Background: an optimization exercise with open tools, aiming at small area. Do not read the settings as production practice.
Only simulation tests tie the RTL to the original design; equivalence was not proved.
No activity file was given, so power comes from the tool's default toggle rates.

run 1:
// pico9
module pico9(clk, reset, port, iord, iowr, data_in, data_out,
	rom_addr, rom_data, mem_addr, mem_we, mem_rdata);
input clk, reset;
input [8:0] data_in;
output iord, iowr;
output [8:0] data_out;
output [IOMSB-1:0] port;
output [8:0] rom_addr;
input [31:0] rom_data;
output [10:0] mem_addr;
output mem_we;
input [8:0] mem_rdata;
localparam IOMSB = 3;
function [11:0] bk11;
	input [10:0] a, b;
	input c;
	integer n, d;
	reg [10:0] g, p, x;
	begin
		x = a ^ b;
		g = a & b;
		p = x;
		g[0] = g[0] | p[0] & c;
		for (d = 1; d < 11; d = d * 2)
			for (n = 2 * d - 1; n < 11; n = n + 2 * d) begin
				g[n] = g[n] | p[n] & g[n - d];
				p[n] = p[n] & p[n - d];
			end
		for (d = 4; d > 0; d = d / 2)
			for (n = 3 * d - 1; n < 11; n = n + 2 * d) begin
				g[n] = g[n] | p[n] & g[n - d];
				p[n] = p[n] & p[n - d];
			end
		bk11 = { g[10], x ^ { g[9:0], c } };
	end
endfunction
function [9:0] bk9;
	input [8:0] a, b;
	input c;
	integer n, d;
	reg [8:0] g, p, x;
	begin
		x = a ^ b;
		g = a & b;
		p = x;
		g[0] = g[0] | p[0] & c;
		for (d = 1; d < 9; d = d * 2)
			for (n = 2 * d - 1; n < 9; n = n + 2 * d) begin
				g[n] = g[n] | p[n] & g[n - d];
				p[n] = p[n] & p[n - d];
			end
		for (d = 4; d > 0; d = d / 2)
			for (n = 3 * d - 1; n < 9; n = n + 2 * d) begin
				g[n] = g[n] | p[n] & g[n - d];
				p[n] = p[n] & p[n - d];
			end
		bk9 = { g[8], x ^ { g[7:0], c } };
	end
endfunction
function [11:0] add11;
	input [10:0] a, b;
	input c;
	integer n;
	reg [11:0] r;
	begin
		r[0] = c;
		for (n = 0; n < 11; n = n + 1) r[n + 1] = a[n] & b[n] | (a[n] ^ b[n]) & r[n];
		add11 = { r[11], a ^ b ^ r[10:0] };
	end
endfunction
  ...
Size in the first run: ~64 flip-flops, ~87 I/O pins.
clock: 6.5 ns
lec_check: 0
cap_margin: 20
core_margin: 2
core_utilization: 60
gpl_timing_driven: 0
slew_margin: 20
standard.sh (not shown) runs the stock make flow with config.mk's settings and CLKGATE_MAP_FILE= SYNTH_SCRIPT=/design/flow/synth_recipe.tcl, a recipe that flattens the netlist after the stock synthesis.
==> flow/flow/run.sh <==
#!/bin/bash
# Own layout flow: the standard flow with three changes.
# 1. Synthesis is the standard flow's synthesis script with ABC's area-oriented mapping
#    script (flow/abc_area.script) in place of ORFS's speed script, and
# 2. without ORFS's extraction of full and half adder cells, so that ABC maps
#    all the logic. Neither touches the registers, which stay the standard
#    synthesis's, with the same names and cells.
# 3. The port buffers are the smallest buffer cell.
# 4. Clock tree synthesis inserts no dummy loads.
# Each tool's output goes to a log file in the work folder (and ORFS's logs).
set -euo pipefail
W=$PWD
F=$W/flow
sed -e "s|log_cmd abc {\*}\$abc_args|log_cmd abc -script $F/abc_area.script {*}[lrange \$abc_args 2 end]|" \
    -e 's|^\( *\)extract_fa {\*}\[dont_use_extract_fa_args\]$|\1# extract_fa left out|' \
  "$FLOW_HOME/scripts/synth.tcl" > "$W/synth_area.tcl"
grep -q "abc_area.script" "$W/synth_area.tcl"
grep -q "extract_fa left out" "$W/synth_area.tcl"
sed "s|source \$::env(SCRIPTS_DIR)/synth.tcl|source $W/synth_area.tcl|" "$W/synth_recipe.tcl" > "$W/my_synth.tcl"
grep -q "synth_area.tcl" "$W/my_synth.tcl"
sed "s|$W/synth_recipe.tcl|$W/my_synth.tcl|" "$W/standard.sh" > "$W/my_standard.sh"
grep -q "my_synth.tcl" "$W/my_standard.sh"
bash "$W/my_standard.sh" synth > "$W/synth.log" 2>&1
bash "$W/my_standard.sh" "BUFFER_PORTS_ARGS=-buffer_cell sky130_fd_sc_hd__buf_1" \
  "CTS_ARGS=-sink_clustering_enable -repair_clock_nets -root_buf sky130_fd_sc_hd__clkbuf_8 -buf_list sky130_fd_sc_hd__clkbuf_4 -dont_use_dummy_load" \
  finish > "$W/layout.log" 2>&1
==> flow/flow/abc_area.script <==
&get -n
&st
&dch
&nf -R 1000 -p
&put
topo
stime -c
The inputs of run 2 differ from those of run 1 as listed below.
Settings: GPL_TIMING_DRIVEN: 0 -> unset; CTS_BUF_LIST: unset -> sky130_fd_sc_hd__clkbuf_8.
-- flow/flow/run.sh --
<<< run 1, line 7
#    synthesis's, with the same names and cells.
# 3. The port buffers are the smallest buffer cell.
# 4. Clock tree synthesis inserts no dummy loads.
# Each tool's output goes to a log file in the work folder (and ORFS's logs).
set -euo pipefail
>>> run 2, line 7
#    synthesis's, with the same names and cells.
# 3. The port buffers are the smallest buffer cell.
# Each tool's output goes to a log file in the work folder (and ORFS's logs).
set -euo pipefail
<<< run 1, line 22
grep -q "my_synth.tcl" "$W/my_standard.sh"
bash "$W/my_standard.sh" synth > "$W/synth.log" 2>&1
bash "$W/my_standard.sh" "BUFFER_PORTS_ARGS=-buffer_cell sky130_fd_sc_hd__buf_1" \
  "CTS_ARGS=-sink_clustering_enable -repair_clock_nets -root_buf sky130_fd_sc_hd__clkbuf_8 -buf_list sky130_fd_sc_hd__clkbuf_4 -dont_use_dummy_load" \
  finish > "$W/layout.log" 2>&1
>>> run 2, line 21
grep -q "my_synth.tcl" "$W/my_standard.sh"
bash "$W/my_standard.sh" synth > "$W/synth.log" 2>&1
bash "$W/my_standard.sh" "BUFFER_PORTS_ARGS=-buffer_cell sky130_fd_sc_hd__buf_1" finish > "$W/layout.log" 2>&1
Notes after the runs:
Of run 2 and run 1, it is run 2 that has the higher highest cell delay on the worst timing path.
Run 1 → run 2: power density relative to cell area up 8.5%, combinational power lost about 2%.
#### Input delta (run 3 over run 2)
Settings: GPL_TIMING_DRIVEN now 0, previously not set.
-- flow/flow/run.sh --
<<< run 2, line 7
#    synthesis's, with the same names and cells.
# 3. The port buffers are the smallest buffer cell.
# Each tool's output goes to a log file in the work folder (and ORFS's logs).
set -euo pipefail
>>> run 3, line 7
#    synthesis's, with the same names and cells.
# 3. The port buffers are the smallest buffer cell.
# 4. Clock tree synthesis inserts no dummy loads.
# Each tool's output goes to a log file in the work folder (and ORFS's logs).
set -euo pipefail
<<< run 2, line 21
grep -q "my_synth.tcl" "$W/my_standard.sh"
bash "$W/my_standard.sh" synth > "$W/synth.log" 2>&1
bash "$W/my_standard.sh" "BUFFER_PORTS_ARGS=-buffer_cell sky130_fd_sc_hd__buf_1" finish > "$W/layout.log" 2>&1
>>> run 3, line 22
grep -q "my_synth.tcl" "$W/my_standard.sh"
bash "$W/my_standard.sh" synth > "$W/synth.log" 2>&1
bash "$W/my_standard.sh" "BUFFER_PORTS_ARGS=-buffer_cell sky130_fd_sc_hd__buf_1" \
  "CTS_ARGS=-sink_clustering_enable -repair_clock_nets -buf_list sky130_fd_sc_hd__clkbuf_8 -dont_use_dummy_load" \
  finish > "$W/layout.log" 2>&1
==> flow/flow/abc_area.script <==
&get -n
&st
&deepsyn -T 20
&dch
&nf -R 1000 -p
&put
topo
stime -c
### Flow results
- Among run 3 and run 2, a clean, completed layout was produced by run 2 alone.
- Changes observed in run 3 relative to run 2: cell-internal power decreased by 0.72% relative to the old numbers; design area now larger; first-iteration DRC count went up; well-tap cell count -3; synthesized-area fraction occupied by and/or/nand/nor cells -0.60 points.
- Maximum frequency from static timing analysis (run 2 / run 3): 1.09
- [run 3 vs run 2] relative area change from synthesis to final layout: higher in run 3
Setup changes, run 3 to run 4
==> flow/flow/abc_area.script <==
&get -n
&st
&dch
&nf -R 1000 -p
&put
topo
stime -c
Findings:
- Run 4 | stages: all done | timing, DRC, antenna: all pass
- In run 4 relative to run 3, synthesized area had gone up by a few percent.
- The wire length of run 4 was superior to that of run 3.
- Compared with run 3, run 4 shows a higher final worst setup slack.
- Total power on run 4 is ahead of run 3.

* * *

== before ==
Another version of the RTL of pico9 (not shown whole).
For scale: roughly 690 cells after synthesis, roughly 87 I/O pins, roughly 0.0061 sq mm of cells after synthesis.
Settings: LEC_CHECK=0, CAP_MARGIN=20, CORE_MARGIN=2, CORE_UTILIZATION=70, CTS_BUF_LIST=sky130_fd_sc_hd__clkbuf_4, GPL_TIMING_DRIVEN=0, SLEW_MARGIN=20; clock period 6.5 ns.
run.sh (not shown) runs the stock make flow with config.mk's settings and CLKGATE_MAP_FILE= SYNTH_SCRIPT=/design/flow/synth_recipe.tcl, a recipe that flattens the netlist after the stock synthesis.
Stock flow here: none of the scripts above is used.
## Diff of input files: after against before
- changing CORE_UTILIZATION from 70 to 60
- removing GPL_TIMING_DRIVEN (formerly 0)
## What came out
- Diff after..before | max-capacitance violation count | unchanged
- Start point of the critical path = mem_rdata[1]: before; start point of the critical path = mem_rdata[0]: after
- Comparing after and before, the lower critical path depth is on before.
- Wire length in after is about 8% lower than in before
- The core utilization of the finished layout in after sits 10 points below the value recorded for before.
- The clock network latency to the later pin of the worst-skew pair was comparable across after and before.
- before ended up with fewer cell instances than after did.
- Looking at after and before, the data required time at the worst endpoint is a wash.
- Headroom to the max-slew limit in after is 2.0 points below before.
- after against before: vias per cell shrank by about 7%, synthesized area held steady, worst-case vdd ir drop shrank by 10%.

[re-timing with driven ports]
How much do the figures lean on ideal ports? The routed layouts below were timed once more, with nothing changed but the port constraints. Step 1: set_driving_cell puts a clkbuf_16 on clk and a buf_2 on each other input, an assumption about the parent block. Step 2 adds t to the input delays and takes it off the output delays; t is the mean of the earliest and latest rising clock arrival at the registers after step 1. Input paths then give back, and output paths get back, about the clock's delay inside the block. Slacks: ideal ports / drivers / drivers and shift; pairs: ideal ports / drivers.
| run | t, ns | setup WS [ns] | worst hold slack (ns) | slew at the worst register clock pin (ns) | worst data-port slew with drivers (ns) |
|---|---|---|---|---|---|
| run 1 | 0.371 | 0.239 / 0.219 / 0.219 | 0.398 / 0.398 / 0.398 | 0.07 / 0.07 | 0.04 |
| run 2 | 0.374 | 0.367 / 0.347 / 0.347 | 0.399 / 0.399 / 0.399 | 0.08 / 0.08 | 0.04 |
| run 3 | 0.368 | -0.158 / -0.145 / -0.513 | 0.397 / 0.397 / 0.397 | 0.08 / 0.08 | 0.06 |
| run 4 | 0.371 | 0.239 / 0.219 / 0.219 | 0.398 / 0.398 / 0.398 | 0.07 / 0.07 | 0.04 |
| before | 0.472 | 0.149 / 0.128 / -0.036 | 0.481 / 0.481 / 0.481 | 0.13 / 0.13 | 0.04 |
| after | 0.466 | 0.095 / 0.073 / 0.073 | 0.478 / 0.478 / 0.478 | 0.12 / 0.12 | 0.04 |
With both steps, setup timing fails in before, where it was met with ideal ports. For run 3, which loses most, drivers alone change the setup slack by +0.013 ns; drivers and shift together by -0.355 ns.
